Source: an optimization exercise on an open RTL-to-GDS flow (aim: small area). Production flows keep margins and buffers that such runs may drop.
In this exercise RTL edits were held to simulation tests only and were not proved equivalent to the original.
The flow treats the clock pin as an ideal source. Dropping or thinning the clock tree relies on that and would not hold on a real chip.

## design/flow/flow/run.sh

```bash
#!/bin/bash
# Standard layout (standard.sh) with its own logic mapping:
# - synthesis keeps the pipeline-stage modules apart until after ABC (SYNTH_HIERARCHICAL=1)
#   and maps each with its own ABC script (flow/*.abc), so a stage with timing to spare is
#   mapped for area and one without is mapped for speed; the standard flow's synthesis script then
#   flattens the design as usual (no pass-through buffers: SYNTH_INSBUF=0). The registers all
#   sit in the top module, as in the RTL.
# - Yosys's full-adder extraction is skipped (ADDER_MAP_FILE empty), so ABC maps the carry
#   chains itself.
# - input and output ports get the smallest buffer (buf_1).
export BUFFER_PORTS_ARGS="-buffer_cell sky130_fd_sc_hd__buf_1"
# - clock tree without dummy loads.
export CTS_ARGS="-sink_clustering_enable -repair_clock_nets -buf_list sky130_fd_sc_hd__clkbuf_8 -dont_use_dummy_load"
# - after clock tree synthesis, registers of nearby clock-tree leaf buffers are moved onto one
#   buffer until 5 leaf buffers remain (flow/merge_clk.tcl, ORFS's POST_CTS_TCL hook).
# - timing repair uses only these moves: sizeup,swap,buffer.
export SETUP_MOVE_SEQUENCE="sizeup,swap,buffer"
set -euo pipefail
here=$(pwd)
sed 's|^\(\s*\)log_cmd abc {\*}$abc_args|\1source $::env(MY_ABC_TCL)|' \
  "$FLOW_HOME/scripts/synth.tcl" > "$here/synth_abc.tcl"
grep -q 'MY_ABC_TCL' "$here/synth_abc.tcl"
sed "s|\$::env(SCRIPTS_DIR)/synth.tcl|$here/synth_abc.tcl|" synth_recipe.tcl > "$here/synth_recipe_abc.tcl"
grep -q synth_abc.tcl "$here/synth_recipe_abc.tcl"
sed "s|SYNTH_SCRIPT=[^ ]*|SYNTH_SCRIPT=$here/synth_recipe_abc.tcl|" standard.sh > "$here/standard_abc.sh"
export POST_CTS_TCL="$here/flow/merge_clk.tcl"
export ADDER_MAP_FILE=
export SYNTH_HIERARCHICAL=1
export SYNTH_INSBUF=0
export MY_ABC_TCL="$here/flow/abc_per_module.tcl"
export MY_ABC_MOD=" sqrt_seg0 $here/flow/t6.abc sqrt_seg1 $here/flow/u3.abc sqrt_seg2 $here/flow/s11.abc"
bash "$here/standard_abc.sh" > standard.log 2>&1
```

## design/flow/flow/merge_clk.tcl

```tcl
# Merge clock-tree leaf buffers: CTS builds an H-tree whose leaves drive at most 15 registers
# each; this moves the registers of nearby leaves onto one buffer until at most
# MERGE_CLK_LEAVES leaves remain, and deletes the emptied buffers.
proc merge_clk_leaves { target } {
  set block [ord::get_db_block]
  set leaves {}
  foreach inst [$block getInsts] {
    set m [[$inst getMaster] getName]
    if { ![string match "sky130_fd_sc_hd__clkbuf_*" $m] } { continue }
    set out [$inst findITerm X]
    set net [$out getNet]
    if { $net == "NULL" } { continue }
    set drives_ff 0
    foreach it [$net getITerms] {
      if { [[$it getMTerm] getName] eq "CLK" } { set drives_ff 1 }
    }
    if { $drives_ff } { lappend leaves $inst }
  }
  puts "merge_clk: [llength $leaves] leaf buffers"
  while { [llength $leaves] > $target } {
    set best {}
    set bestd 1e30
    for { set i 0 } { $i < [llength $leaves] } { incr i } {
      for { set j [expr {$i + 1}] } { $j < [llength $leaves] } { incr j } {
        set a [lindex $leaves $i]; set b [lindex $leaves $j]
        set pa [$a getLocation]; set pb [$b getLocation]
        set d [expr {abs([lindex $pa 0] - [lindex $pb 0]) + abs([lindex $pa 1] - [lindex $pb 1])}]
        if { $d < $bestd } { set bestd $d; set best [list $i $j] }
      }
    }
    set a [lindex $leaves [lindex $best 0]]
    set b [lindex $leaves [lindex $best 1]]
    set anet [[$a findITerm X] getNet]
    set bnet [[$b findITerm X] getNet]
    foreach it [$bnet getITerms] {
      if { [$it getInst] == $b } { continue }
      $it disconnect
      $it connect $anet
    }
    foreach it [$b getITerms] { if { [$it getNet] != "NULL" } { $it disconnect } }
    odb::dbInst_destroy $b
    if { [llength [$bnet getITerms]] == 0 && [llength [$bnet getBTerms]] == 0 } { odb::dbNet_destroy $bnet }
    set leaves [lreplace $leaves [lindex $best 1] [lindex $best 1]]
  }
  puts "merge_clk: [llength $leaves] leaf buffers left"
}
merge_clk_leaves 5
```

## design/flow/constraint.sdc

```tcl
create_clock -name core_clock -period 9.0 [get_ports {clk}]
set_input_delay 1.8000 -clock core_clock [delete_from_list [all_inputs] [get_ports {clk}]]
set_output_delay 1.8000 -clock core_clock [all_outputs]
set_load 0.01 [all_outputs]
```

## design/flow/flow/s11.abc

```
strash
dc2
dch -f
map -a
topo
stime -c
buffer -c
upsize -c
dnsize -c
```

## design/flow/flow/t6.abc

```
strash
dc2
dch
map -B 0.9
topo
stime -c
buffer -c
dnsize -c
```

## design/flow/design.v

```verilog
module sqrt_u32 (
    input  wire        clk,
    input  wire        rst_n,
    input  wire        valid_in,
    input  wire [31:0] data_i,
    output wire        valid_out,
    output wire [15:0] data_o
);
    reg [1:0] v;
    always @(posedge clk or negedge rst_n)
        if (!rst_n) v <= 2'd0;
        else v <= {v[0], valid_in};
    assign valid_out = v[1];
    wire [9:0] r9_d;
    reg  [9:0] r9_q;
    wire [8:0] q9_d;
    reg  [8:0] q9_q;
    wire [13:0] x9_d;
    reg  [13:0] x9_q;
    always @(posedge clk) begin
        r9_q <= r9_d;
        q9_q <= q9_d;
        x9_q <= x9_d;
    end
    wire [13:0] r13_d;
    reg  [13:0] r13_q;
    wire [12:0] q13_d;
    reg  [12:0] q13_q;
    wire [5:0] x13_d;
    reg  [5:0] x13_q;
    always @(posedge clk) begin
        r13_q <= r13_d;
        q13_q <= q13_d;
        x13_q <= x13_d;
    end
    sqrt_seg0 u_seg0 (.x0(data_i), .r9(r9_d), .q9(q9_d), .x9(x9_d));
    sqrt_seg1 u_seg1 (.r9(r9_q), .q9(q9_q), .x9(x9_q), .r13(r13_d), .q13(q13_d), .x13(x13_d));
    sqrt_seg2 u_seg2 (.r13(r13_q), .q13(q13_q), .x13(x13_q), .q16(data_o));
endmodule
module sqrt_seg0 (
    input  wire [31:0] x0,
    output wire [9:0] r9,
    output wire [8:0] q9,
    output wire [13:0] x9
);
    wire [1:0] t0 = x0[31:30];
    wire [1:0] d0 = t0 - 2'd1;
    wire ge0 = |t0;
    wire [1:0] r1 = ge0 ? d0[1:0] : t0[1:0];
    wire [29:0] x1 = x0[29:0];
    wire [0:0] q1 = ge0;
    wire [3:0] t1 = {r1, x1[29:28]};
    wire [3:0] n1 = {1'b1, ~q1, 2'b10};
    wire [4:0] c1;
    wire [3:0] d1;
    assign c1[0] = 1'b1;
    assign d1[0] = t1[0] ^ n1[0] ^ c1[0];
    assign c1[1] = (t1[0] & n1[0]) | (t1[0] & c1[0]) | (n1[0] & c1[0]);
    assign d1[1] = t1[1] ^ n1[1] ^ c1[1];
    assign c1[2] = (t1[1] & n1[1]) | (t1[1] & c1[1]) | (n1[1] & c1[1]);
    assign d1[2] = t1[2] ^ n1[2] ^ c1[2];
    assign c1[3] = (t1[2] & n1[2]) | (t1[2] & c1[2]) | (n1[2] & c1[2]);
    assign d1[3] = t1[3] ^ n1[3] ^ c1[3];
    assign c1[4] = (t1[3] & n1[3]) | (t1[3] & c1[3]) | (n1[3] & c1[3]);
    wire ge1 = c1[4];
    wire [2:0] r2 = t1[2:0] ^ ({3{ge1}} & (n1[2:0] ^ c1[2:0]));
    wire [27:0] x2 = x1[27:0];
    wire [1:0] q2 = {q1, ge1};
    wire [4:0] t2 = {r2, x2[27:26]};
    wire [4:0] n2 = {1'b1, ~q2, 2'b10};
    wire [5:0] c2;
    wire [4:0] d2;
    assign c2[0] = 1'b1;
    assign d2[0] = t2[0] ^ n2[0] ^ c2[0];
    assign c2[1] = (t2[0] & n2[0]) | (t2[0] & c2[0]) | (n2[0] & c2[0]);
    assign d2[1] = t2[1] ^ n2[1] ^ c2[1];
    assign c2[2] = (t2[1] & n2[1]) | (t2[1] & c2[1]) | (n2[1] & c2[1]);
    assign d2[2] = t2[2] ^ n2[2] ^ c2[2];
    assign c2[3] = (t2[2] & n2[2]) | (t2[2] & c2[2]) | (n2[2] & c2[2]);
    assign d2[3] = t2[3] ^ n2[3] ^ c2[3];
    assign c2[4] = (t2[3] & n2[3]) | (t2[3] & c2[3]) | (n2[3] & c2[3]);
    assign d2[4] = t2[4] ^ n2[4] ^ c2[4];
    assign c2[5] = (t2[4] & n2[4]) | (t2[4] & c2[4]) | (n2[4] & c2[4]);
    wire ge2 = c2[5];
    wire [3:0] r3 = t2[3:0] ^ ({4{ge2}} & (n2[3:0] ^ c2[3:0]));
    wire [25:0] x3 = x2[25:0];
    wire [2:0] q3 = {q2, ge2};
    wire [5:0] t3 = {r3, x3[25:24]};
    wire [5:0] n3 = {1'b1, ~q3, 2'b10};
    wire [6:0] c3;
    wire [5:0] d3;
    assign c3[0] = 1'b1;
    assign d3[0] = t3[0] ^ n3[0] ^ c3[0];
    assign c3[1] = (t3[0] & n3[0]) | (t3[0] & c3[0]) | (n3[0] & c3[0]);
    assign d3[1] = t3[1] ^ n3[1] ^ c3[1];
    assign c3[2] = (t3[1] & n3[1]) | (t3[1] & c3[1]) | (n3[1] & c3[1]);
    assign d3[2] = t3[2] ^ n3[2] ^ c3[2];
    assign c3[3] = (t3[2] & n3[2]) | (t3[2] & c3[2]) | (n3[2] & c3[2]);
    assign d3[3] = t3[3] ^ n3[3] ^ c3[3];
    assign c3[4] = (t3[3] & n3[3]) | (t3[3] & c3[3]) | (n3[3] & c3[3]);
    assign d3[4] = t3[4] ^ n3[4] ^ c3[4];
    assign c3[5] = (t3[4] & n3[4]) | (t3[4] & c3[4]) | (n3[4] & c3[4]);
    assign d3[5] = t3[5] ^ n3[5] ^ c3[5];
    assign c3[6] = (t3[5] & n3[5]) | (t3[5] & c3[5]) | (n3[5] & c3[5]);
    wire ge3 = c3[6];
    wire [4:0] r4 = t3[4:0] ^ ({5{ge3}} & (n3[4:0] ^ c3[4:0]));
    wire [23:0] x4 = x3[23:0];
    wire [3:0] q4 = {q3, ge3};
    wire [6:0] t4 = {r4, x4[23:22]};
    wire [6:0] n4 = {1'b1, ~q4, 2'b10};
    wire [7:0] c4;
    wire [6:0] d4;
    assign c4[0] = 1'b1;
    assign d4[0] = t4[0] ^ n4[0] ^ c4[0];
    assign c4[1] = (t4[0] & n4[0]) | (t4[0] & c4[0]) | (n4[0] & c4[0]);
    assign d4[1] = t4[1] ^ n4[1] ^ c4[1];
    assign c4[2] = (t4[1] & n4[1]) | (t4[1] & c4[1]) | (n4[1] & c4[1]);
    assign d4[2] = t4[2] ^ n4[2] ^ c4[2];
    assign c4[3] = (t4[2] & n4[2]) | (t4[2] & c4[2]) | (n4[2] & c4[2]);
    assign d4[3] = t4[3] ^ n4[3] ^ c4[3];
    assign c4[4] = (t4[3] & n4[3]) | (t4[3] & c4[3]) | (n4[3] & c4[3]);
    assign d4[4] = t4[4] ^ n4[4] ^ c4[4];
    assign c4[5] = (t4[4] & n4[4]) | (t4[4] & c4[4]) | (n4[4] & c4[4]);
    assign d4[5] = t4[5] ^ n4[5] ^ c4[5];
    assign c4[6] = (t4[5] & n4[5]) | (t4[5] & c4[5]) | (n4[5] & c4[5]);
    assign d4[6] = t4[6] ^ n4[6] ^ c4[6];
    assign c4[7] = (t4[6] & n4[6]) | (t4[6] & c4[6]) | (n4[6] & c4[6]);
    wire ge4 = c4[7];
    wire [5:0] r5 = t4[5:0] ^ ({6{ge4}} & (n4[5:0] ^ c4[5:0]));
    wire [21:0] x5 = x4[21:0];
    wire [4:0] q5 = {q4, ge4};
    wire [7:0] t5 = {r5, x5[21:20]};
    wire [7:0] n5 = {1'b1, ~q5, 2'b10};
    wire [8:0] c5;
    wire [7:0] d5;
    assign c5[0] = 1'b1;
    assign d5[0] = t5[0] ^ n5[0] ^ c5[0];
    assign c5[1] = (t5[0] & n5[0]) | (t5[0] & c5[0]) | (n5[0] & c5[0]);
    assign d5[1] = t5[1] ^ n5[1] ^ c5[1];
    assign c5[2] = (t5[1] & n5[1]) | (t5[1] & c5[1]) | (n5[1] & c5[1]);
    assign d5[2] = t5[2] ^ n5[2] ^ c5[2];
    assign c5[3] = (t5[2] & n5[2]) | (t5[2] & c5[2]) | (n5[2] & c5[2]);
    assign d5[3] = t5[3] ^ n5[3] ^ c5[3];
    assign c5[4] = (t5[3] & n5[3]) | (t5[3] & c5[3]) | (n5[3] & c5[3]);
    assign d5[4] = t5[4] ^ n5[4] ^ c5[4];
    assign c5[5] = (t5[4] & n5[4]) | (t5[4] & c5[4]) | (n5[4] & c5[4]);
    assign d5[5] = t5[5] ^ n5[5] ^ c5[5];
    assign c5[6] = (t5[5] & n5[5]) | (t5[5] & c5[5]) | (n5[5] & c5[5]);
    assign d5[6] = t5[6] ^ n5[6] ^ c5[6];
    assign c5[7] = (t5[6] & n5[6]) | (t5[6] & c5[6]) | (n5[6] & c5[6]);
    assign d5[7] = t5[7] ^ n5[7] ^ c5[7];
    assign c5[8] = (t5[7] & n5[7]) | (t5[7] & c5[7]) | (n5[7] & c5[7]);
    wire ge5 = c5[8];
    wire [6:0] r6 = t5[6:0] ^ ({7{ge5}} & (n5[6:0] ^ c5[6:0]));
    wire [19:0] x6 = x5[19:0];
    wire [5:0] q6 = {q5, ge5};
    wire [8:0] t6 = {r6, x6[19:18]};
    wire [8:0] n6 = {1'b1, ~q6, 2'b10};
    wire [9:0] c6;
    wire [8:0] d6;
    assign c6[0] = 1'b1;
    assign d6[0] = t6[0] ^ n6[0] ^ c6[0];
    assign c6[1] = (t6[0] & n6[0]) | (t6[0] & c6[0]) | (n6[0] & c6[0]);
    assign d6[1] = t6[1] ^ n6[1] ^ c6[1];
    assign c6[2] = (t6[1] & n6[1]) | (t6[1] & c6[1]) | (n6[1] & c6[1]);
    assign d6[2] = t6[2] ^ n6[2] ^ c6[2];
    assign c6[3] = (t6[2] & n6[2]) | (t6[2] & c6[2]) | (n6[2] & c6[2]);
    assign d6[3] = t6[3] ^ n6[3] ^ c6[3];
    assign c6[4] = (t6[3] & n6[3]) | (t6[3] & c6[3]) | (n6[3] & c6[3]);
    assign d6[4] = t6[4] ^ n6[4] ^ c6[4];
    assign c6[5] = (t6[4] & n6[4]) | (t6[4] & c6[4]) | (n6[4] & c6[4]);
    assign d6[5] = t6[5] ^ n6[5] ^ c6[5];
    assign c6[6] = (t6[5] & n6[5]) | (t6[5] & c6[5]) | (n6[5] & c6[5]);
    assign d6[6] = t6[6] ^ n6[6] ^ c6[6];
    assign c6[7] = (t6[6] & n6[6]) | (t6[6] & c6[6]) | (n6[6] & c6[6]);
    assign d6[7] = t6[7] ^ n6[7] ^ c6[7];
    assign c6[8] = (t6[7] & n6[7]) | (t6[7] & c6[7]) | (n6[7] & c6[7]);
    assign d6[8] = t6[8] ^ n6[8] ^ c6[8];
    assign c6[9] = (t6[8] & n6[8]) | (t6[8] & c6[8]) | (n6[8] & c6[8]);
    wire ge6 = c6[9];
    wire [7:0] r7 = t6[7:0] ^ ({8{ge6}} & (n6[7:0] ^ c6[7:0]));
    wire [17:0] x7 = x6[17:0];
    wire [6:0] q7 = {q6, ge6};
    wire [9:0] t7 = {r7, x7[17:16]};
    wire [9:0] n7 = {1'b1, ~q7, 2'b10};
    wire [10:0] c7;
    wire [9:0] d7;
    assign c7[0] = 1'b1;
    assign d7[0] = t7[0] ^ n7[0] ^ c7[0];
    assign c7[1] = (t7[0] & n7[0]) | (t7[0] & c7[0]) | (n7[0] & c7[0]);
    assign d7[1] = t7[1] ^ n7[1] ^ c7[1];
    assign c7[2] = (t7[1] & n7[1]) | (t7[1] & c7[1]) | (n7[1] & c7[1]);
    assign d7[2] = t7[2] ^ n7[2] ^ c7[2];
    assign c7[3] = (t7[2] & n7[2]) | (t7[2] & c7[2]) | (n7[2] & c7[2]);
    assign d7[3] = t7[3] ^ n7[3] ^ c7[3];
    assign c7[4] = (t7[3] & n7[3]) | (t7[3] & c7[3]) | (n7[3] & c7[3]);
    assign d7[4] = t7[4] ^ n7[4] ^ c7[4];
    assign c7[5] = (t7[4] & n7[4]) | (t7[4] & c7[4]) | (n7[4] & c7[4]);
    assign d7[5] = t7[5] ^ n7[5] ^ c7[5];
    assign c7[6] = (t7[5] & n7[5]) | (t7[5] & c7[5]) | (n7[5] & c7[5]);
    assign d7[6] = t7[6] ^ n7[6] ^ c7[6];
    assign c7[7] = (t7[6] & n7[6]) | (t7[6] & c7[6]) | (n7[6] & c7[6]);
    assign d7[7] = t7[7] ^ n7[7] ^ c7[7];
    assign c7[8] = (t7[7] & n7[7]) | (t7[7] & c7[7]) | (n7[7] & c7[7]);
    assign d7[8] = t7[8] ^ n7[8] ^ c7[8];
    assign c7[9] = (t7[8] & n7[8]) | (t7[8] & c7[8]) | (n7[8] & c7[8]);
    assign d7[9] = t7[9] ^ n7[9] ^ c7[9];
    assign c7[10] = (t7[9] & n7[9]) | (t7[9] & c7[9]) | (n7[9] & c7[9]);
    wire ge7 = c7[10];
    wire [8:0] r8 = t7[8:0] ^ ({9{ge7}} & (n7[8:0] ^ c7[8:0]));
    wire [15:0] x8 = x7[15:0];
    wire [7:0] q8 = {q7, ge7};
    wire [10:0] t8 = {r8, x8[15:14]};
    wire [10:0] n8 = {1'b1, ~q8, 2'b10};
    wire [11:0] c8;
    wire [10:0] d8;
    assign c8[0] = 1'b1;
    assign d8[0] = t8[0] ^ n8[0] ^ c8[0];
    assign c8[1] = (t8[0] & n8[0]) | (t8[0] & c8[0]) | (n8[0] & c8[0]);
    assign d8[1] = t8[1] ^ n8[1] ^ c8[1];
    assign c8[2] = (t8[1] & n8[1]) | (t8[1] & c8[1]) | (n8[1] & c8[1]);
    assign d8[2] = t8[2] ^ n8[2] ^ c8[2];
    assign c8[3] = (t8[2] & n8[2]) | (t8[2] & c8[2]) | (n8[2] & c8[2]);
    assign d8[3] = t8[3] ^ n8[3] ^ c8[3];
    assign c8[4] = (t8[3] & n8[3]) | (t8[3] & c8[3]) | (n8[3] & c8[3]);
    assign d8[4] = t8[4] ^ n8[4] ^ c8[4];
    assign c8[5] = (t8[4] & n8[4]) | (t8[4] & c8[4]) | (n8[4] & c8[4]);
    assign d8[5] = t8[5] ^ n8[5] ^ c8[5];
    assign c8[6] = (t8[5] & n8[5]) | (t8[5] & c8[5]) | (n8[5] & c8[5]);
    assign d8[6] = t8[6] ^ n8[6] ^ c8[6];
    assign c8[7] = (t8[6] & n8[6]) | (t8[6] & c8[6]) | (n8[6] & c8[6]);
    assign d8[7] = t8[7] ^ n8[7] ^ c8[7];
    assign c8[8] = (t8[7] & n8[7]) | (t8[7] & c8[7]) | (n8[7] & c8[7]);
    assign d8[8] = t8[8] ^ n8[8] ^ c8[8];
    assign c8[9] = (t8[8] & n8[8]) | (t8[8] & c8[8]) | (n8[8] & c8[8]);
    assign d8[9] = t8[9] ^ n8[9] ^ c8[9];
    assign c8[10] = (t8[9] & n8[9]) | (t8[9] & c8[9]) | (n8[9] & c8[9]);
    assign d8[10] = t8[10] ^ n8[10] ^ c8[10];
    assign c8[11] = (t8[10] & n8[10]) | (t8[10] & c8[10]) | (n8[10] & c8[10]);
    wire ge8 = c8[11];
    assign r9 = ge8 ? d8[9:0] : t8[9:0];
    assign x9 = x8[13:0];
    assign q9 = {q8, ge8};
endmodule
module sqrt_seg1 (
    input  wire [9:0] r9,
    input  wire [8:0] q9,
    input  wire [13:0] x9,
    output wire [13:0] r13,
    output wire [12:0] q13,
    output wire [5:0] x13
);
    wire [11:0] t9 = {r9, x9[13:12]};
    wire [11:0] n9 = {1'b1, ~q9, 2'b10};
    wire [12:0] c9;
    wire [11:0] d9;
    assign c9[0] = 1'b1;
    assign d9[0] = t9[0] ^ n9[0] ^ c9[0];
    assign c9[1] = (t9[0] & n9[0]) | (t9[0] & c9[0]) | (n9[0] & c9[0]);
    assign d9[1] = t9[1] ^ n9[1] ^ c9[1];
    assign c9[2] = (t9[1] & n9[1]) | (t9[1] & c9[1]) | (n9[1] & c9[1]);
    assign d9[2] = t9[2] ^ n9[2] ^ c9[2];
    assign c9[3] = (t9[2] & n9[2]) | (t9[2] & c9[2]) | (n9[2] & c9[2]);
    assign d9[3] = t9[3] ^ n9[3] ^ c9[3];
    assign c9[4] = (t9[3] & n9[3]) | (t9[3] & c9[3]) | (n9[3] & c9[3]);
    assign d9[4] = t9[4] ^ n9[4] ^ c9[4];
    assign c9[5] = (t9[4] & n9[4]) | (t9[4] & c9[4]) | (n9[4] & c9[4]);
    assign d9[5] = t9[5] ^ n9[5] ^ c9[5];
    assign c9[6] = (t9[5] & n9[5]) | (t9[5] & c9[5]) | (n9[5] & c9[5]);
    assign d9[6] = t9[6] ^ n9[6] ^ c9[6];
    assign c9[7] = (t9[6] & n9[6]) | (t9[6] & c9[6]) | (n9[6] & c9[6]);
    assign d9[7] = t9[7] ^ n9[7] ^ c9[7];
    assign c9[8] = (t9[7] & n9[7]) | (t9[7] & c9[7]) | (n9[7] & c9[7]);
    assign d9[8] = t9[8] ^ n9[8] ^ c9[8];
    assign c9[9] = (t9[8] & n9[8]) | (t9[8] & c9[8]) | (n9[8] & c9[8]);
    assign d9[9] = t9[9] ^ n9[9] ^ c9[9];
    assign c9[10] = (t9[9] & n9[9]) | (t9[9] & c9[9]) | (n9[9] & c9[9]);
    assign d9[10] = t9[10] ^ n9[10] ^ c9[10];
    assign c9[11] = (t9[10] & n9[10]) | (t9[10] & c9[10]) | (n9[10] & c9[10]);
    assign d9[11] = t9[11] ^ n9[11] ^ c9[11];
    assign c9[12] = (t9[11] & n9[11]) | (t9[11] & c9[11]) | (n9[11] & c9[11]);
    wire ge9 = c9[12];
    wire [10:0] r10 = ge9 ? d9[10:0] : t9[10:0];
    wire [11:0] x10 = x9[11:0];
    wire [9:0] q10 = {q9, ge9};
    wire [12:0] t10 = {r10, x10[11:10]};
    wire [12:0] n10 = {1'b1, ~q10, 2'b10};
    wire [13:0] c10;
    wire [12:0] d10;
    assign c10[0] = 1'b1;
    assign d10[0] = t10[0] ^ n10[0] ^ c10[0];
    assign c10[1] = (t10[0] & n10[0]) | (t10[0] & c10[0]) | (n10[0] & c10[0]);
    assign d10[1] = t10[1] ^ n10[1] ^ c10[1];
    assign c10[2] = (t10[1] & n10[1]) | (t10[1] & c10[1]) | (n10[1] & c10[1]);
    assign d10[2] = t10[2] ^ n10[2] ^ c10[2];
    assign c10[3] = (t10[2] & n10[2]) | (t10[2] & c10[2]) | (n10[2] & c10[2]);
    assign d10[3] = t10[3] ^ n10[3] ^ c10[3];
    assign c10[4] = (t10[3] & n10[3]) | (t10[3] & c10[3]) | (n10[3] & c10[3]);
    assign d10[4] = t10[4] ^ n10[4] ^ c10[4];
    assign c10[5] = (t10[4] & n10[4]) | (t10[4] & c10[4]) | (n10[4] & c10[4]);
    assign d10[5] = t10[5] ^ n10[5] ^ c10[5];
    assign c10[6] = (t10[5] & n10[5]) | (t10[5] & c10[5]) | (n10[5] & c10[5]);
    assign d10[6] = t10[6] ^ n10[6] ^ c10[6];
    assign c10[7] = (t10[6] & n10[6]) | (t10[6] & c10[6]) | (n10[6] & c10[6]);
    assign d10[7] = t10[7] ^ n10[7] ^ c10[7];
    assign c10[8] = (t10[7] & n10[7]) | (t10[7] & c10[7]) | (n10[7] & c10[7]);
    assign d10[8] = t10[8] ^ n10[8] ^ c10[8];
    assign c10[9] = (t10[8] & n10[8]) | (t10[8] & c10[8]) | (n10[8] & c10[8]);
    assign d10[9] = t10[9] ^ n10[9] ^ c10[9];
    assign c10[10] = (t10[9] & n10[9]) | (t10[9] & c10[9]) | (n10[9] & c10[9]);
    assign d10[10] = t10[10] ^ n10[10] ^ c10[10];
    assign c10[11] = (t10[10] & n10[10]) | (t10[10] & c10[10]) | (n10[10] & c10[10]);
    assign d10[11] = t10[11] ^ n10[11] ^ c10[11];
    assign c10[12] = (t10[11] & n10[11]) | (t10[11] & c10[11]) | (n10[11] & c10[11]);
    assign d10[12] = t10[12] ^ n10[12] ^ c10[12];
    assign c10[13] = (t10[12] & n10[12]) | (t10[12] & c10[12]) | (n10[12] & c10[12]);
    wire ge10 = c10[13];
    wire [11:0] r11 = t10[11:0] ^ ({12{ge10}} & (n10[11:0] ^ c10[11:0]));
    wire [9:0] x11 = x10[9:0];
    wire [10:0] q11 = {q10, ge10};
    wire [13:0] t11 = {r11, x11[9:8]};
    wire [13:0] n11 = {1'b1, ~q11, 2'b10};
    wire [14:0] c11;
    wire [13:0] d11;
    assign c11[0] = 1'b1;
    assign d11[0] = t11[0] ^ n11[0] ^ c11[0];
    assign c11[1] = (t11[0] & n11[0]) | (t11[0] & c11[0]) | (n11[0] & c11[0]);
    assign d11[1] = t11[1] ^ n11[1] ^ c11[1];
    assign c11[2] = (t11[1] & n11[1]) | (t11[1] & c11[1]) | (n11[1] & c11[1]);
    assign d11[2] = t11[2] ^ n11[2] ^ c11[2];
    assign c11[3] = (t11[2] & n11[2]) | (t11[2] & c11[2]) | (n11[2] & c11[2]);
    assign d11[3] = t11[3] ^ n11[3] ^ c11[3];
    assign c11[4] = (t11[3] & n11[3]) | (t11[3] & c11[3]) | (n11[3] & c11[3]);
    assign d11[4] = t11[4] ^ n11[4] ^ c11[4];
    assign c11[5] = (t11[4] & n11[4]) | (t11[4] & c11[4]) | (n11[4] & c11[4]);
    assign d11[5] = t11[5] ^ n11[5] ^ c11[5];
    assign c11[6] = (t11[5] & n11[5]) | (t11[5] & c11[5]) | (n11[5] & c11[5]);
    assign d11[6] = t11[6] ^ n11[6] ^ c11[6];
    assign c11[7] = (t11[6] & n11[6]) | (t11[6] & c11[6]) | (n11[6] & c11[6]);
    assign d11[7] = t11[7] ^ n11[7] ^ c11[7];
    assign c11[8] = (t11[7] & n11[7]) | (t11[7] & c11[7]) | (n11[7] & c11[7]);
    assign d11[8] = t11[8] ^ n11[8] ^ c11[8];
    assign c11[9] = (t11[8] & n11[8]) | (t11[8] & c11[8]) | (n11[8] & c11[8]);
    assign d11[9] = t11[9] ^ n11[9] ^ c11[9];
    assign c11[10] = (t11[9] & n11[9]) | (t11[9] & c11[9]) | (n11[9] & c11[9]);
    assign d11[10] = t11[10] ^ n11[10] ^ c11[10];
    assign c11[11] = (t11[10] & n11[10]) | (t11[10] & c11[10]) | (n11[10] & c11[10]);
    assign d11[11] = t11[11] ^ n11[11] ^ c11[11];
    assign c11[12] = (t11[11] & n11[11]) | (t11[11] & c11[11]) | (n11[11] & c11[11]);
    assign d11[12] = t11[12] ^ n11[12] ^ c11[12];
    assign c11[13] = (t11[12] & n11[12]) | (t11[12] & c11[12]) | (n11[12] & c11[12]);
    assign d11[13] = t11[13] ^ n11[13] ^ c11[13];
    assign c11[14] = (t11[13] & n11[13]) | (t11[13] & c11[13]) | (n11[13] & c11[13]);
    wire ge11 = c11[14];
    wire [12:0] r12 = t11[12:0] ^ ({13{ge11}} & (n11[12:0] ^ c11[12:0]));
    wire [7:0] x12 = x11[7:0];
    wire [11:0] q12 = {q11, ge11};
    wire [14:0] t12 = {r12, x12[7:6]};
    wire [14:0] n12 = {1'b1, ~q12, 2'b10};
    wire [15:0] c12;
    wire [14:0] d12;
    assign c12[0] = 1'b1;
    assign d12[0] = t12[0] ^ n12[0] ^ c12[0];
    assign c12[1] = (t12[0] & n12[0]) | (t12[0] & c12[0]) | (n12[0] & c12[0]);
    assign d12[1] = t12[1] ^ n12[1] ^ c12[1];
    assign c12[2] = (t12[1] & n12[1]) | (t12[1] & c12[1]) | (n12[1] & c12[1]);
    assign d12[2] = t12[2] ^ n12[2] ^ c12[2];
    assign c12[3] = (t12[2] & n12[2]) | (t12[2] & c12[2]) | (n12[2] & c12[2]);
    assign d12[3] = t12[3] ^ n12[3] ^ c12[3];
    assign c12[4] = (t12[3] & n12[3]) | (t12[3] & c12[3]) | (n12[3] & c12[3]);
    assign d12[4] = t12[4] ^ n12[4] ^ c12[4];
    assign c12[5] = (t12[4] & n12[4]) | (t12[4] & c12[4]) | (n12[4] & c12[4]);
    assign d12[5] = t12[5] ^ n12[5] ^ c12[5];
    assign c12[6] = (t12[5] & n12[5]) | (t12[5] & c12[5]) | (n12[5] & c12[5]);
    assign d12[6] = t12[6] ^ n12[6] ^ c12[6];
    assign c12[7] = (t12[6] & n12[6]) | (t12[6] & c12[6]) | (n12[6] & c12[6]);
    assign d12[7] = t12[7] ^ n12[7] ^ c12[7];
    assign c12[8] = (t12[7] & n12[7]) | (t12[7] & c12[7]) | (n12[7] & c12[7]);
    assign d12[8] = t12[8] ^ n12[8] ^ c12[8];
    assign c12[9] = (t12[8] & n12[8]) | (t12[8] & c12[8]) | (n12[8] & c12[8]);
    assign d12[9] = t12[9] ^ n12[9] ^ c12[9];
    assign c12[10] = (t12[9] & n12[9]) | (t12[9] & c12[9]) | (n12[9] & c12[9]);
    assign d12[10] = t12[10] ^ n12[10] ^ c12[10];
    assign c12[11] = (t12[10] & n12[10]) | (t12[10] & c12[10]) | (n12[10] & c12[10]);
    assign d12[11] = t12[11] ^ n12[11] ^ c12[11];
    assign c12[12] = (t12[11] & n12[11]) | (t12[11] & c12[11]) | (n12[11] & c12[11]);
    assign d12[12] = t12[12] ^ n12[12] ^ c12[12];
    assign c12[13] = (t12[12] & n12[12]) | (t12[12] & c12[12]) | (n12[12] & c12[12]);
    assign d12[13] = t12[13] ^ n12[13] ^ c12[13];
    assign c12[14] = (t12[13] & n12[13]) | (t12[13] & c12[13]) | (n12[13] & c12[13]);
    assign d12[14] = t12[14] ^ n12[14] ^ c12[14];
    assign c12[15] = (t12[14] & n12[14]) | (t12[14] & c12[14]) | (n12[14] & c12[14]);
    wire ge12 = c12[15];
    assign r13 = t12[13:0] ^ ({14{ge12}} & (n12[13:0] ^ c12[13:0]));
    assign x13 = x12[5:0];
    assign q13 = {q12, ge12};
endmodule
module sqrt_seg2 (
    input  wire [13:0] r13,
    input  wire [12:0] q13,
    input  wire [5:0] x13,
    output wire [15:0] q16
);
    wire [15:0] t13 = {r13, x13[5:4]};
    wire [15:0] n13 = {1'b1, ~q13, 2'b10};
    wire [16:0] c13;
    wire [15:0] d13;
    assign c13[0] = 1'b1;
    assign d13[0] = t13[0] ^ n13[0] ^ c13[0];
    assign c13[1] = (t13[0] & n13[0]) | (t13[0] & c13[0]) | (n13[0] & c13[0]);
    assign d13[1] = t13[1] ^ n13[1] ^ c13[1];
    assign c13[2] = (t13[1] & n13[1]) | (t13[1] & c13[1]) | (n13[1] & c13[1]);
    assign d13[2] = t13[2] ^ n13[2] ^ c13[2];
    assign c13[3] = (t13[2] & n13[2]) | (t13[2] & c13[2]) | (n13[2] & c13[2]);
    assign d13[3] = t13[3] ^ n13[3] ^ c13[3];
    assign c13[4] = (t13[3] & n13[3]) | (t13[3] & c13[3]) | (n13[3] & c13[3]);
    assign d13[4] = t13[4] ^ n13[4] ^ c13[4];
    assign c13[5] = (t13[4] & n13[4]) | (t13[4] & c13[4]) | (n13[4] & c13[4]);
    assign d13[5] = t13[5] ^ n13[5] ^ c13[5];
    assign c13[6] = (t13[5] & n13[5]) | (t13[5] & c13[5]) | (n13[5] & c13[5]);
    assign d13[6] = t13[6] ^ n13[6] ^ c13[6];
    assign c13[7] = (t13[6] & n13[6]) | (t13[6] & c13[6]) | (n13[6] & c13[6]);
    assign d13[7] = t13[7] ^ n13[7] ^ c13[7];
    assign c13[8] = (t13[7] & n13[7]) | (t13[7] & c13[7]) | (n13[7] & c13[7]);
    assign d13[8] = t13[8] ^ n13[8] ^ c13[8];
    assign c13[9] = (t13[8] & n13[8]) | (t13[8] & c13[8]) | (n13[8] & c13[8]);
    assign d13[9] = t13[9] ^ n13[9] ^ c13[9];
    assign c13[10] = (t13[9] & n13[9]) | (t13[9] & c13[9]) | (n13[9] & c13[9]);
    assign d13[10] = t13[10] ^ n13[10] ^ c13[10];
    assign c13[11] = (t13[10] & n13[10]) | (t13[10] & c13[10]) | (n13[10] & c13[10]);
    assign d13[11] = t13[11] ^ n13[11] ^ c13[11];
    assign c13[12] = (t13[11] & n13[11]) | (t13[11] & c13[11]) | (n13[11] & c13[11]);
    assign d13[12] = t13[12] ^ n13[12] ^ c13[12];
    assign c13[13] = (t13[12] & n13[12]) | (t13[12] & c13[12]) | (n13[12] & c13[12]);
    assign d13[13] = t13[13] ^ n13[13] ^ c13[13];
    assign c13[14] = (t13[13] & n13[13]) | (t13[13] & c13[13]) | (n13[13] & c13[13]);
    assign d13[14] = t13[14] ^ n13[14] ^ c13[14];
    assign c13[15] = (t13[14] & n13[14]) | (t13[14] & c13[14]) | (n13[14] & c13[14]);
    assign d13[15] = t13[15] ^ n13[15] ^ c13[15];
    assign c13[16] = (t13[15] & n13[15]) | (t13[15] & c13[15]) | (n13[15] & c13[15]);
    wire ge13 = c13[16];
    wire [14:0] r14 = ge13 ? d13[14:0] : t13[14:0];
    wire [3:0] x14 = x13[3:0];
    wire [13:0] q14 = {q13, ge13};
    wire [16:0] t14 = {r14, x14[3:2]};
    wire [16:0] n14 = {1'b1, ~q14, 2'b10};
    wire [17:0] c14;
    wire [16:0] d14;
    assign c14[0] = 1'b1;
    assign d14[0] = t14[0] ^ n14[0] ^ c14[0];
    assign c14[1] = (t14[0] & n14[0]) | (t14[0] & c14[0]) | (n14[0] & c14[0]);
    assign d14[1] = t14[1] ^ n14[1] ^ c14[1];
    assign c14[2] = (t14[1] & n14[1]) | (t14[1] & c14[1]) | (n14[1] & c14[1]);
    assign d14[2] = t14[2] ^ n14[2] ^ c14[2];
    assign c14[3] = (t14[2] & n14[2]) | (t14[2] & c14[2]) | (n14[2] & c14[2]);
    assign d14[3] = t14[3] ^ n14[3] ^ c14[3];
    assign c14[4] = (t14[3] & n14[3]) | (t14[3] & c14[3]) | (n14[3] & c14[3]);
    assign d14[4] = t14[4] ^ n14[4] ^ c14[4];
    assign c14[5] = (t14[4] & n14[4]) | (t14[4] & c14[4]) | (n14[4] & c14[4]);
    assign d14[5] = t14[5] ^ n14[5] ^ c14[5];
    assign c14[6] = (t14[5] & n14[5]) | (t14[5] & c14[5]) | (n14[5] & c14[5]);
    assign d14[6] = t14[6] ^ n14[6] ^ c14[6];
    assign c14[7] = (t14[6] & n14[6]) | (t14[6] & c14[6]) | (n14[6] & c14[6]);
    assign d14[7] = t14[7] ^ n14[7] ^ c14[7];
    assign c14[8] = (t14[7] & n14[7]) | (t14[7] & c14[7]) | (n14[7] & c14[7]);
    assign d14[8] = t14[8] ^ n14[8] ^ c14[8];
    assign c14[9] = (t14[8] & n14[8]) | (t14[8] & c14[8]) | (n14[8] & c14[8]);
    assign d14[9] = t14[9] ^ n14[9] ^ c14[9];
    assign c14[10] = (t14[9] & n14[9]) | (t14[9] & c14[9]) | (n14[9] & c14[9]);
    assign d14[10] = t14[10] ^ n14[10] ^ c14[10];
    assign c14[11] = (t14[10] & n14[10]) | (t14[10] & c14[10]) | (n14[10] & c14[10]);
    assign d14[11] = t14[11] ^ n14[11] ^ c14[11];
    assign c14[12] = (t14[11] & n14[11]) | (t14[11] & c14[11]) | (n14[11] & c14[11]);
    assign d14[12] = t14[12] ^ n14[12] ^ c14[12];
    assign c14[13] = (t14[12] & n14[12]) | (t14[12] & c14[12]) | (n14[12] & c14[12]);
    assign d14[13] = t14[13] ^ n14[13] ^ c14[13];
    assign c14[14] = (t14[13] & n14[13]) | (t14[13] & c14[13]) | (n14[13] & c14[13]);
    assign d14[14] = t14[14] ^ n14[14] ^ c14[14];
    assign c14[15] = (t14[14] & n14[14]) | (t14[14] & c14[14]) | (n14[14] & c14[14]);
    assign d14[15] = t14[15] ^ n14[15] ^ c14[15];
    assign c14[16] = (t14[15] & n14[15]) | (t14[15] & c14[15]) | (n14[15] & c14[15]);
    assign d14[16] = t14[16] ^ n14[16] ^ c14[16];
    assign c14[17] = (t14[16] & n14[16]) | (t14[16] & c14[16]) | (n14[16] & c14[16]);
    wire ge14 = c14[17];
    wire [17:0] a1_a = {d14[15:0], x14[1:0]};
    wire [17:0] a1_n = ~({1'b0, q14, 3'b101});
    wire [18:0] a1_c;
    assign a1_c[0] = 1'b1;
    assign a1_c[1] = (a1_a[0] & a1_n[0]) | (a1_a[0] & a1_c[0]) | (a1_n[0] & a1_c[0]);
    assign a1_c[2] = (a1_a[1] & a1_n[1]) | (a1_a[1] & a1_c[1]) | (a1_n[1] & a1_c[1]);
    assign a1_c[3] = (a1_a[2] & a1_n[2]) | (a1_a[2] & a1_c[2]) | (a1_n[2] & a1_c[2]);
    assign a1_c[4] = (a1_a[3] & a1_n[3]) | (a1_a[3] & a1_c[3]) | (a1_n[3] & a1_c[3]);
    assign a1_c[5] = (a1_a[4] & a1_n[4]) | (a1_a[4] & a1_c[4]) | (a1_n[4] & a1_c[4]);
    assign a1_c[6] = (a1_a[5] & a1_n[5]) | (a1_a[5] & a1_c[5]) | (a1_n[5] & a1_c[5]);
    assign a1_c[7] = (a1_a[6] & a1_n[6]) | (a1_a[6] & a1_c[6]) | (a1_n[6] & a1_c[6]);
    assign a1_c[8] = (a1_a[7] & a1_n[7]) | (a1_a[7] & a1_c[7]) | (a1_n[7] & a1_c[7]);
    assign a1_c[9] = (a1_a[8] & a1_n[8]) | (a1_a[8] & a1_c[8]) | (a1_n[8] & a1_c[8]);
    assign a1_c[10] = (a1_a[9] & a1_n[9]) | (a1_a[9] & a1_c[9]) | (a1_n[9] & a1_c[9]);
    assign a1_c[11] = (a1_a[10] & a1_n[10]) | (a1_a[10] & a1_c[10]) | (a1_n[10] & a1_c[10]);
    assign a1_c[12] = (a1_a[11] & a1_n[11]) | (a1_a[11] & a1_c[11]) | (a1_n[11] & a1_c[11]);
    assign a1_c[13] = (a1_a[12] & a1_n[12]) | (a1_a[12] & a1_c[12]) | (a1_n[12] & a1_c[12]);
    assign a1_c[14] = (a1_a[13] & a1_n[13]) | (a1_a[13] & a1_c[13]) | (a1_n[13] & a1_c[13]);
    assign a1_c[15] = (a1_a[14] & a1_n[14]) | (a1_a[14] & a1_c[14]) | (a1_n[14] & a1_c[14]);
    assign a1_c[16] = (a1_a[15] & a1_n[15]) | (a1_a[15] & a1_c[15]) | (a1_n[15] & a1_c[15]);
    assign a1_c[17] = (a1_a[16] & a1_n[16]) | (a1_a[16] & a1_c[16]) | (a1_n[16] & a1_c[16]);
    assign a1_c[18] = (a1_a[17] & a1_n[17]) | (a1_a[17] & a1_c[17]) | (a1_n[17] & a1_c[17]);
    wire a1 = a1_c[18];
    wire [17:0] a0_a = {t14[15:0], x14[1:0]};
    wire [17:0] a0_n = ~({1'b0, q14, 3'b001});
    wire [18:0] a0_c;
    assign a0_c[0] = 1'b1;
    assign a0_c[1] = (a0_a[0] & a0_n[0]) | (a0_a[0] & a0_c[0]) | (a0_n[0] & a0_c[0]);
    assign a0_c[2] = (a0_a[1] & a0_n[1]) | (a0_a[1] & a0_c[1]) | (a0_n[1] & a0_c[1]);
    assign a0_c[3] = (a0_a[2] & a0_n[2]) | (a0_a[2] & a0_c[2]) | (a0_n[2] & a0_c[2]);
    assign a0_c[4] = (a0_a[3] & a0_n[3]) | (a0_a[3] & a0_c[3]) | (a0_n[3] & a0_c[3]);
    assign a0_c[5] = (a0_a[4] & a0_n[4]) | (a0_a[4] & a0_c[4]) | (a0_n[4] & a0_c[4]);
    assign a0_c[6] = (a0_a[5] & a0_n[5]) | (a0_a[5] & a0_c[5]) | (a0_n[5] & a0_c[5]);
    assign a0_c[7] = (a0_a[6] & a0_n[6]) | (a0_a[6] & a0_c[6]) | (a0_n[6] & a0_c[6]);
    assign a0_c[8] = (a0_a[7] & a0_n[7]) | (a0_a[7] & a0_c[7]) | (a0_n[7] & a0_c[7]);
    assign a0_c[9] = (a0_a[8] & a0_n[8]) | (a0_a[8] & a0_c[8]) | (a0_n[8] & a0_c[8]);
    assign a0_c[10] = (a0_a[9] & a0_n[9]) | (a0_a[9] & a0_c[9]) | (a0_n[9] & a0_c[9]);
    assign a0_c[11] = (a0_a[10] & a0_n[10]) | (a0_a[10] & a0_c[10]) | (a0_n[10] & a0_c[10]);
    assign a0_c[12] = (a0_a[11] & a0_n[11]) | (a0_a[11] & a0_c[11]) | (a0_n[11] & a0_c[11]);
    assign a0_c[13] = (a0_a[12] & a0_n[12]) | (a0_a[12] & a0_c[12]) | (a0_n[12] & a0_c[12]);
    assign a0_c[14] = (a0_a[13] & a0_n[13]) | (a0_a[13] & a0_c[13]) | (a0_n[13] & a0_c[13]);
    assign a0_c[15] = (a0_a[14] & a0_n[14]) | (a0_a[14] & a0_c[14]) | (a0_n[14] & a0_c[14]);
    assign a0_c[16] = (a0_a[15] & a0_n[15]) | (a0_a[15] & a0_c[15]) | (a0_n[15] & a0_c[15]);
    assign a0_c[17] = (a0_a[16] & a0_n[16]) | (a0_a[16] & a0_c[16]) | (a0_n[16] & a0_c[16]);
    assign a0_c[18] = (a0_a[17] & a0_n[17]) | (a0_a[17] & a0_c[17]) | (a0_n[17] & a0_c[17]);
    wire a0 = a0_c[18];
    wire ge15 = ge14 ? a1 : a0;
    assign q16 = {q14, ge14, ge15};
endmodule
```

## design/flow/flow/abc_per_module.tcl

```tcl
# Sourced by synth_abc.tcl in place of ORFS's single abc call: each pipeline-stage module gets
# its own ABC script (MY_ABC_MOD is "module script ..."), then the top module (registers only)
# gets ORFS's script.
foreach {mod scr} $::env(MY_ABC_MOD) {
  log_cmd abc {*}[lreplace $abc_args 1 1 $scr] $mod
}
log_cmd abc {*}$abc_args $::env(DESIGN_NAME)
```

## design/flow/standard.sh

```bash
#!/bin/bash
# synth_recipe.tcl (not shown) runs the flow's synth.tcl, then flattens the netlist and writes it again
# the make line also repeats each setting of config.mk as NAME=value (left out here)
make -C /OpenROAD-flow-scripts/flow DESIGN_CONFIG=/design/flow/config.mk WORK_HOME=/design/flow/orfs CLKGATE_MAP_FILE= SYNTH_SCRIPT=/design/flow/synth_recipe.tcl "${@:-finish}"
```

## design/flow/flow/u3.abc

```
strash
dc2
dch -f
map -B 0.9
topo
stime -c
buffer -c
dnsize -c
```

## design/flow/config.mk

```make
export PLATFORM = sky130hd
export DESIGN_NAME = sqrt_u32
export DESIGN_NICKNAME = sqrt_u32
export VERILOG_FILES = /design/flow/design.v
export SDC_FILE = /design/flow/constraint.sdc
export NUM_CORES = 4
export LEC_CHECK = 0
export ABC_AREA = 1
export CAP_MARGIN = 20
export CORE_MARGIN = 2
export CORE_UTILIZATION = 55
export CTS_BUF_LIST = sky130_fd_sc_hd__clkbuf_8
export GPL_TIMING_DRIVEN = 0
export PLACE_DENSITY = 0.65
export SETUP_SLACK_MARGIN = -0.55
export SLEW_MARGIN = 20
export TNS_END_PERCENT = 0
```

==> results of run 1 <==
==> state kept, by name, summed over array words and instances, names as in the netlist <==
signal,count
r13_q,14
x9_q,14
q13_q,13
r9_q,10
q9_q,9
x13_q,6
v,2
==> cell families after synthesis <==
group | count (synthesis) | synth area share (%)
xor+xnor | 77 | 11.37
flops | 68 | 22.86
compound gates | 90 | 8.865
mux | 1 | 0.1669
fa+ha+maj | 6 | 1.105
simple gates | 672 | 47.50
buf+inv | 127 | 8.135
==> synthesized netlist by cell type, drive strengths merged (7+ instances only) <==
library cell / number
a21oi: 17
a221oi: 7
dfxtp: 66
inv: 117
nand2: 474
nand3: 124
nand3b: 8
nand4: 9
nor2: 36
nor3: 10
o21ai: 54
or2: 10
xnor2: 36
xor2: 41
==> layout make-up <==
type / instances / area [um^2] / share of cell area (%)
plain buffers: 10 / 61.31 / 0.9093
clock buffers: 6 / 82.58 / 1.225
inverters: 117 / 444.2 / 6.587
multi-input cells: 846 / 4322 / 64.09
flip-flops and latches: 68 / 1380 / 20.47
well taps: 140 / 175.2 / 2.598
repair buffers: 62 / 277.8 / 4.119
==> per-module statistics from Yosys, one instance, submodules excluded <==
module | cells inside | copies in the design | area [um^2] | flip-flops and latches
sqrt_seg0 | 322 | 1 | 1483 | 0
sqrt_seg2 | 275 | 1 | 1439 | 0
sqrt_seg1 | 376 | 1 | 1705 | 0
sqrt_u32 | 68 | 1 | 1371 | 68
==> worst paths after layout <==
path	start	to	slack [ns]	depth (start not counted)
min in group asynchronous	rst_n	v[0]$_DFF_PN0_	1.22	1
max	data_i[31]	r9_q[8]$_DFF_P_	0.27	75
min reg2reg	x9_q[0]$_DFF_P_	x13_q[0]$_DFF_P_	0.34	0
max reg2reg	q9_q[1]$_DFF_P_	r13_q[6]$_DFF_P_	0.71	70
min	x9_q[0]$_DFF_P_	x13_q[0]$_DFF_P_	0.34	0
max in group asynchronous	rst_n	v[1]$_DFF_PN0_	7.58	1
==> per-layer routing <==
metal | track usage [%] | part of all wire, % | up-vias
met3 | 2.712 | 1.5 | 7
met5 | 0 | 0 | -
met1 | 25.97 | 45 | 2722
li1 | - | - | 3454
met2 | 46.70 | 53 | 42
met4 | 4.304 | 0.73 | 0
==> through the flow <==
step	TNS [ns]	hold slack [ns]	utilization, %	instances
6_report	0	0.3385	62.75	1249
5_1_grt	-13.57	0.3457	62.75	1249
3_5_place_dp	-13.51	0.3121	59.23	1232
3_3_place_gp	-13.03	0.3106	59.23	1232
2_1_floorplan	0	0.3096	-	1041
==> critical path: cells and delay by family <==
family,cells,cell delay [ns]
XOR/XNOR,1,0.17
buffers and inverters,7,0.78
AO/OA/AOI/OAI,3,0.32
AND/OR/NAND/NOR,64,5.87
==> cells in the final DEF, fill, tap and decap left out, types with 2 or more instances in the layout <==
| master | synthesis | final |
|---|---|---|
| a21oi_1 | 15 | 14 |
| a21oi_2 | 2 | 3 |
| a221oi_1 | 7 | 7 |
| a22oi_1 | 3 | 3 |
| a31oi_1 | 3 | 3 |
| buf_1 | 1 | 49 |
| buf_4 | 2 | 13 |
| buf_6 | 0 | 2 |
| clkbuf_1 | 4 | 4 |
| clkbuf_2 | 0 | 3 |
| clkbuf_8 | 0 | 6 |
| dfrtp_1 | 2 | 2 |
| dfxtp_1 | 66 | 63 |
| dfxtp_4 | 0 | 2 |
| inv_1 | 116 | 110 |
| inv_2 | 1 | 5 |
| inv_4 | 0 | 2 |
| maj3_2 | 5 | 5 |
| nand2_1 | 459 | 435 |
| nand2_2 | 13 | 33 |
| nand2_4 | 2 | 6 |
| nand3_1 | 119 | 112 |
| nand3_2 | 5 | 6 |
| nand3_4 | 0 | 6 |
| nand3b_1 | 8 | 8 |
| nand4_1 | 9 | 9 |
| nor2_1 | 35 | 35 |
| nor3_1 | 10 | 10 |
| o21ai_0 | 44 | 38 |
| o21ai_1 | 6 | 9 |
| o21ai_2 | 4 | 7 |
| or2_2 | 8 | 8 |
| xnor2_1 | 36 | 36 |
| xor2_1 | 40 | 39 |
| xor2_2 | 1 | 2 |
==> qor.yml, run 1 <==
placed_design:
  dp_hpwl_um: 11300
  io_buffers: 51
  placed_area_um2: 6365
  post-place-ws_ns: -1.325
  place.gp.congestion: 0.8495
detailed_routing:
  wire_per_inst_um: 10.85
  vias: 6225
  viasPerCell: 4.984
  drc: 0
  drt-pass1-iter-count: 4
  antenna_left: 0
  dr.first_iter.drc_count: 282
  wl_um: 13550
floorplan:
  die-area_um2: 11760
  core_um2: 10750
  initial_core_util_pct: 55.82
  row_count: 38
  die_width_um: 108.4
  ios: 52
  die_h_um: 108.4
setup_path:
  critPathLaunchType: "input pin"
  cp_common_cell: "nand2_1"
  crit_fanout: 10
  cp.required_ns: 9.23
  endpoint_kind: "flip-flop"
  crit_type: "in2reg"
  crit_arrival_ns: 8.97
  slowest_delay_ns: 0.19
  slowest_stage: "buf_4"
synthesis:
  synth_area_leaders: "nand2_1 (29%), dfxtp_1 (22%), nand3_1 (9.9%)"
  synth_area_per_cell_um2: 5.762
  synth-main-ff-cell: "dfxtp_1"
  synth_nets: 1076
  synth-seq-area-share_pct: 22.86
  ys_async_sr_fraction_pct: 2.941
  netlist_instances: 1041
  syn-cell-area_um2: 5998
  synth_edf_count: 0
  ys_types: 42
  ys_seq_elements: 68
  yosysTopAreaCellShare_pct: 28.72
  synth_largest_area_cell: "nand2_1"
  yosys_warnings: 7
sta:
  max_freq_mhz: 114.5
  fin_skew_ns: 0.04384
  tightestPinTransition_ns: 0.5204
  finalCriticalPeriod_ns: 8.731
  setup_viol: 0
  fin_crit_sh_pct: 97.01
  relSlewSlack_pct: 64.94
  report.final.slew_viol_count: 0
  hold_violations: 0
  layout_setup_ws_ns: 0.2687
  rsz0062_at_grt: "yes"
grt:
  grt_usage_pct: 23.24
  grt_pass1_vias: 5377
  grt.overflow.total: 0
  grt_pass1_wl_um: 22360
  grt_start_max_net_pins: 22
  antenna_found_initial: 0
final_layout:
  antenna_cells: 0
  syn2layout_area_growth_pct: 12.41
  layout.nets: 1146
  n_fill_cell: 1143
  fin_area_um2: 6743
  drive_gt1_share_pct: 10.28
clocking:
  clock_sinks: 68
  clock_latency_ns: 0.35
  path_clk_slew_ns: 0.11
min_path:
  hold_path.class: "reg2reg"
status:
  status: "complete, no violations"
run:
  maxCapViolations: 0
==> run 2, diff against run 1 <==
--- a/design/flow/config.mk
+++ b/design/flow/config.mk
@@ -16,2 +16,2 @@
 export SLEW_MARGIN = 20
-export TNS_END_PERCENT = 0
+export TNS_END_PERCENT = 20
==> qor.yml, run 2 <==
floorplan:
  core_um2: 10750
  die_h_um: 108.4
  die_width_um: 108.4
  initial_core_util_pct: 55.82
  die-area_um2: 11760
  ios: 52
  row_count: 38
synthesis:
  ys_async_sr_fraction_pct: 2.941
  yosys-top-cells-count: "nand2_1 (459), nand3_1 (119), inv_1 (116), dfxtp_1 (66), o21ai_0 (44)"
  synth-main-ff-cell: "dfxtp_1"
  netlist_instances: 1041
  synth.most_common_cell: "nand2_1"
  syn-cell-area_um2: 5998
  yosys_warnings: 7
  ys_types: 42
  synth_nets: 1076
  ys_seq_elements: 68
  synth_edf_count: 0
  synth-seq-area-share_pct: 22.86
  synth_area_leaders: "nand2_1 (29%), dfxtp_1 (22%), nand3_1 (9.9%)"
  synth_area_per_cell_um2: 5.762
  synth_largest_area_cell: "nand2_1"
  yosysTopAreaCellShare_pct: 28.72
sta:
  fin_crit_sh_pct: 97.01
  fin_skew_ns: 0.04384
  report.final.slew_viol_count: 0
  setup_tns_ns: 0
  relSlewSlack_pct: 64.94
  tightestPinTransition_ns: 0.5204
  hold_violations: 0
  max_freq_mhz: 114.5
  finalCriticalPeriod_ns: 8.731
  rsz0062_at_grt: "yes"
  setup_viol: 0
final_layout:
  syn2layout_area_growth_pct: 12.41
  n_fill_cell: 1143
  most-common-layout-cells: "nand2_1 (435), nand3_1 (112), inv_1 (110), dfxtp_1 (63), buf_1 (49)"
  layout.nets: 1146
  mostFrequentLayoutCell: "nand2_1"
  antenna_cells: 0
  drive_gt1_share_pct: 10.28
  fin_area_um2: 6743
  layout.cells.non_filler: 1249
  largestRegisters: "r13_q: 14 flops, x9_q: 14 flops, q13_q: 13 flops"
placed_design:
  placed_area_um2: 6365
  io_buffers: 51
  place_inst: 1232
  dp_hpwl_um: 11300
  place.gp.congestion: 0.8495
detailed_routing:
  wire_per_inst_um: 10.85
  dr.first_iter.drc_count: 282
  drc: 0
  antenna_left: 0
  drt-pass1-iter-count: 4
  vias: 6225
  wl_um: 13550
  viasPerCell: 4.984
clocking:
  clock_latency_ns: 0.35
  clock_sinks: 68
  path_clk_slew_ns: 0.11
grt:
  grt.overflow.total: 0
  grt_usage_pct: 23.24
  grt_pass1_vias: 5377
  grt_start_max_net_pins: 22
  grt_pass1_wl_um: 22360
  antenna_found_initial: 0
setup_path:
  rrSetupSlack_ns: 0.71
  crit_fanout: 10
  cp_common_cell: "nand2_1"
  startpoint: "data_i[31]"
  slowest_stage: "buf_4"
  reg2reg_from: "q9_q[1]$_DFF_P_"
  crit_arrival_ns: 8.97
  slowest_delay_ns: 0.19
  crit_type: "in2reg"
  reg2regPathDepth: 70
  r2r-end: "r13_q[6]$_DFF_P_"
  cp.required_ns: 9.23
  endpoint_kind: "flip-flop"
  critPathLaunchType: "input pin"
status:
  status: "complete, no violations"
min_path:
  hold-path-endpoint: "x13_q[0]$_DFF_P_"
  hold_start: "x9_q[0]$_DFF_P_"
  hold_path.class: "reg2reg"
  whs_path_depth: 0
run:
  maxCapViolations: 0
[run 2: cell counts in the layout (fill, tap and decap cells not counted)]
No cell type changed its count.
[run 2: routing by layer]
layer  track usage, %  vias to the layer above  share of wire (%)
met2            46.70                       42                 53
met1            25.97                     2722                 45
li1                 -                     3454                  -
met3            2.712                        7                1.5
met5                0                        -                  0
met4            4.304                        0               0.73
[run 2: worst max path at each step]
stage	to	slack, ns	cells after the start
after floorplan	r9_q[8]$_DFF_P_	0.65	68
after global placement	r9_q[8]$_DFF_P_	-1.28	70
after detailed placement	r9_q[8]$_DFF_P_	-1.33	70
after global routing	r9_q[8]$_DFF_P_	-0.64	76
final	r9_q[8]$_DFF_P_	0.27	75
[run 2: modules after synthesis, one instance, submodules excluded]
| module | cell area (um^2) | cells inside | copies in the design | flip-flops and latches |
|---|---|---|---|---|
| sqrt_seg1 | 1705 | 376 | 1 | 0 |
| sqrt_seg0 | 1483 | 322 | 1 | 0 |
| sqrt_seg2 | 1439 | 275 | 1 | 0 |
| sqrt_u32 | 1371 | 68 | 1 | 68 |
[run 2: kinds of logic after synthesis]
family	share of synthesized area [%]
AO/OA/AOI/OAI	8.865
XOR/XNOR	11.37
adder cells (fa/ha/maj)	1.105
buffers and inverters	8.135
flip-flops	22.86
multiplexers	0.1669
AND/OR/NAND/NOR	47.50
[run 2: metrics by stage]
stage / hold slack [ns] / setup WS, ns / util (%)
after floorplan: 0.3096 / 0.6521 / -
after detailed placement: 0.3121 / -1.325 / 59.23
final: 0.3385 / 0.2687 / 62.75
after global routing: 0.3457 / -0.6444 / 62.75
after global placement: 0.3106 / -1.276 / 59.23
[run 2: worst max-delay path: cells and delay by family]
family	cells	cell delay [ns]
simple gates	64	5.87
buf+inv	7	0.78
compound gates	3	0.32
xor+xnor	1	0.17
[run 2: area by class of cell]
type	instances	area (um^2)	area share, %
buffer	10	61.31	0.9093
clock buffer	6	82.58	1.225
inverter	117	444.2	6.587
multi-input combinational	846	4322	64.09
sequential	68	1380	20.47
tap	140	175.2	2.598
timing repair buffer	62	277.8	4.119
==> run 3, diff against run 2 <==
--- a/design/flow/config.mk
+++ b/design/flow/config.mk
@@ -16,2 +16 @@
 export SLEW_MARGIN = 20
-export TNS_END_PERCENT = 20
==> qor.yml, run 3 <==
setup_path:
  slowest_delay_ns: 0.19
  crit_type: "in2reg"
  cp.required_ns: 9.23
  cp_common_cell: "nand2_1"
  rrSetupSlack_ns: 0.71
  crit_arrival_ns: 8.97
  crit_fanout: 10
  critPathLaunchType: "input pin"
  slowest_stage: "buf_4"
  endpoint_kind: "flip-flop"
detailed_routing:
  drt-pass1-iter-count: 4
  wl_um: 13550
  wire_per_inst_um: 10.85
  vias: 6225
  antenna_left: 0
  dr.first_iter.drc_count: 282
  drc: 0
  viasPerCell: 4.984
final_layout:
  drive_gt1_share_pct: 10.28
  antenna_cells: 0
  fin_util_pct: 62.75
  syn2layout_area_growth_pct: 12.41
  largestRegisters: "r13_q: 14 flops, x9_q: 14 flops, q13_q: 13 flops"
  fin_area_um2: 6743
  mostFrequentLayoutCell: "nand2_1"
  most-common-layout-cells: "nand2_1 (435), nand3_1 (112), inv_1 (110), dfxtp_1 (63), buf_1 (49)"
  layout.nets: 1146
synthesis:
  ys_async_sr_fraction_pct: 2.941
  synth_area_per_cell_um2: 5.762
  synth.most_common_cell: "nand2_1"
  synth-seq-area-share_pct: 22.86
  netlist_instances: 1041
  yosysTopAreaCellShare_pct: 28.72
  yosys_warnings: 7
  synth_area_leaders: "nand2_1 (29%), dfxtp_1 (22%), nand3_1 (9.9%)"
  ys_types: 42
  synth_nets: 1076
  synth_edf_count: 0
  synth-main-ff-cell: "dfxtp_1"
  ys_seq_elements: 68
  yosys-top-cells-count: "nand2_1 (459), nand3_1 (119), inv_1 (116), dfxtp_1 (66), o21ai_0 (44)"
  syn-cell-area_um2: 5998
  synth_largest_area_cell: "nand2_1"
floorplan:
  ios: 52
  core_um2: 10750
  row_count: 38
  initial_core_util_pct: 55.82
  die_h_um: 108.4
  die-area_um2: 11760
  die_width_um: 108.4
grt:
  grt_usage_pct: 23.24
  grt_pass1_wl_um: 22360
  grt.overflow.total: 0
  grt_start_max_net_pins: 22
  antenna_found_initial: 0
  grt_pass1_vias: 5377
placed_design:
  io_buffers: 51
  place.gp.congestion: 0.8495
  placed_area_um2: 6365
  dp_hpwl_um: 11300
clocking:
  clock_sinks: 68
  path_clk_slew_ns: 0.11
  clock_latency_ns: 0.35
sta:
  hold_violations: 0
  relSlewSlack_pct: 64.94
  fin_crit_sh_pct: 97.01
  finalCriticalPeriod_ns: 8.731
  setup_viol: 0
  tightestPinTransition_ns: 0.5204
  fin_skew_ns: 0.04384
  report.final.slew_viol_count: 0
  max_freq_mhz: 114.5
  rsz0062_at_grt: "yes"
status:
  status: "complete, no violations"
min_path:
  hold_path.class: "reg2reg"
run:
  maxCapViolations: 0
==> run 3: cell counts in the layout (fill, tap and decap cells not counted) <==
Identical to the previous run, type by type.
==> run 3: through the flow <==
step | hold slack, ns | instances | setup TNS, ns | setup WS, ns
finish | 0.3385 | 1249 | 0 | 0.2687
detailed placement | 0.3121 | 1232 | -13.51 | -1.325
global route | 0.3457 | 1249 | -13.57 | -0.6444
floorplan | 0.3096 | 1041 | 0 | 0.6521
global placement | 0.3106 | 1232 | -13.03 | -1.276
==> run 3: logic make-up (layout without fill, tap and decap cells) <==
kind of cell | after synthesis | count (layout) | synth area share, %
fa+ha+maj | 6 | 6 | 1.105
buf+inv | 127 | 195 | 8.135
mux | 1 | 1 | 0.1669
xor+xnor | 77 | 77 | 11.37
flops | 68 | 68 | 22.86
compound gates | 90 | 90 | 8.865
simple gates | 672 | 672 | 47.50
==> run 3: area by class of cell <==
type                       instances  area (um^2)
tap                              140        175.2
multi-input combinational        846         4322
sequential                        68         1380
buffer                            10        61.31
inverter                         117        444.2
clock buffer                       6        82.58
fill                            1143         4003
timing repair buffer              62        277.8
==> run 3: worst max-delay path, delay by kind of cell <==
family                 cells  cell delay [ns]
AND/OR/NAND/NOR           64             5.87
AO/OA/AOI/OAI              3             0.32
buffers and inverters      7             0.78
XOR/XNOR                   1             0.17
==> run 3: final timing paths <==
check,from,endpoint,cells past startpoint
max,data_i[31],r9_q[8]$_DFF_P_,75
min,x9_q[0]$_DFF_P_,x13_q[0]$_DFF_P_,0
max reg2reg,q9_q[1]$_DFF_P_,r13_q[6]$_DFF_P_,70
min reg2reg,x9_q[0]$_DFF_P_,x13_q[0]$_DFF_P_,0
max in group asynchronous,rst_n,v[1]$_DFF_PN0_,1
min in group asynchronous,rst_n,v[0]$_DFF_PN0_,1
==> run 3: routing by layer <==
layer	share of wire [%]	wire length [um]	GRT usage [%]
met4	0.73	99	4.304
met2	53	7168	46.70
met3	1.5	209	2.712
met5	0	0	0
met1	45	6068	25.97
==> run 3: modules after synthesis (local to each module, per instance) <==
module | times used | cells inside
sqrt_seg1 | 1 | 376
sqrt_seg0 | 1 | 322
sqrt_seg2 | 1 | 275
sqrt_u32 | 1 | 68

==> separate check: timing with driven ports <==
No port has a modelled driver above. Below, the same layouts with a new extraction and two added sets of constraints.
Step 1, drivers: a clkbuf_16 drives clk and a buf_2 each remaining input, both assumed.
Step 2 also shifts input and output timing later by t, the mid clock arrival at the registers, as if the neighbouring blocks saw the same clock.
Three values: ideal ports, drivers, drivers and shift; two values: the first two.
run | t (ns) | setup WS [ns] | hold slack, ns | worst setup path after step 2
run 1 | 0.354 | 0.269 / 0.276 / -0.078 | 0.339 / 0.339 / 0.339 | input to register
run 2 | 0.354 | 0.269 / 0.276 / -0.078 | 0.339 / 0.339 / 0.339 | input to register
run 3 | 0.354 | 0.269 / 0.276 / -0.078 | 0.339 / 0.339 / 0.339 | input to register
With both steps, setup timing fails in every run listed, where it was met with ideal ports.
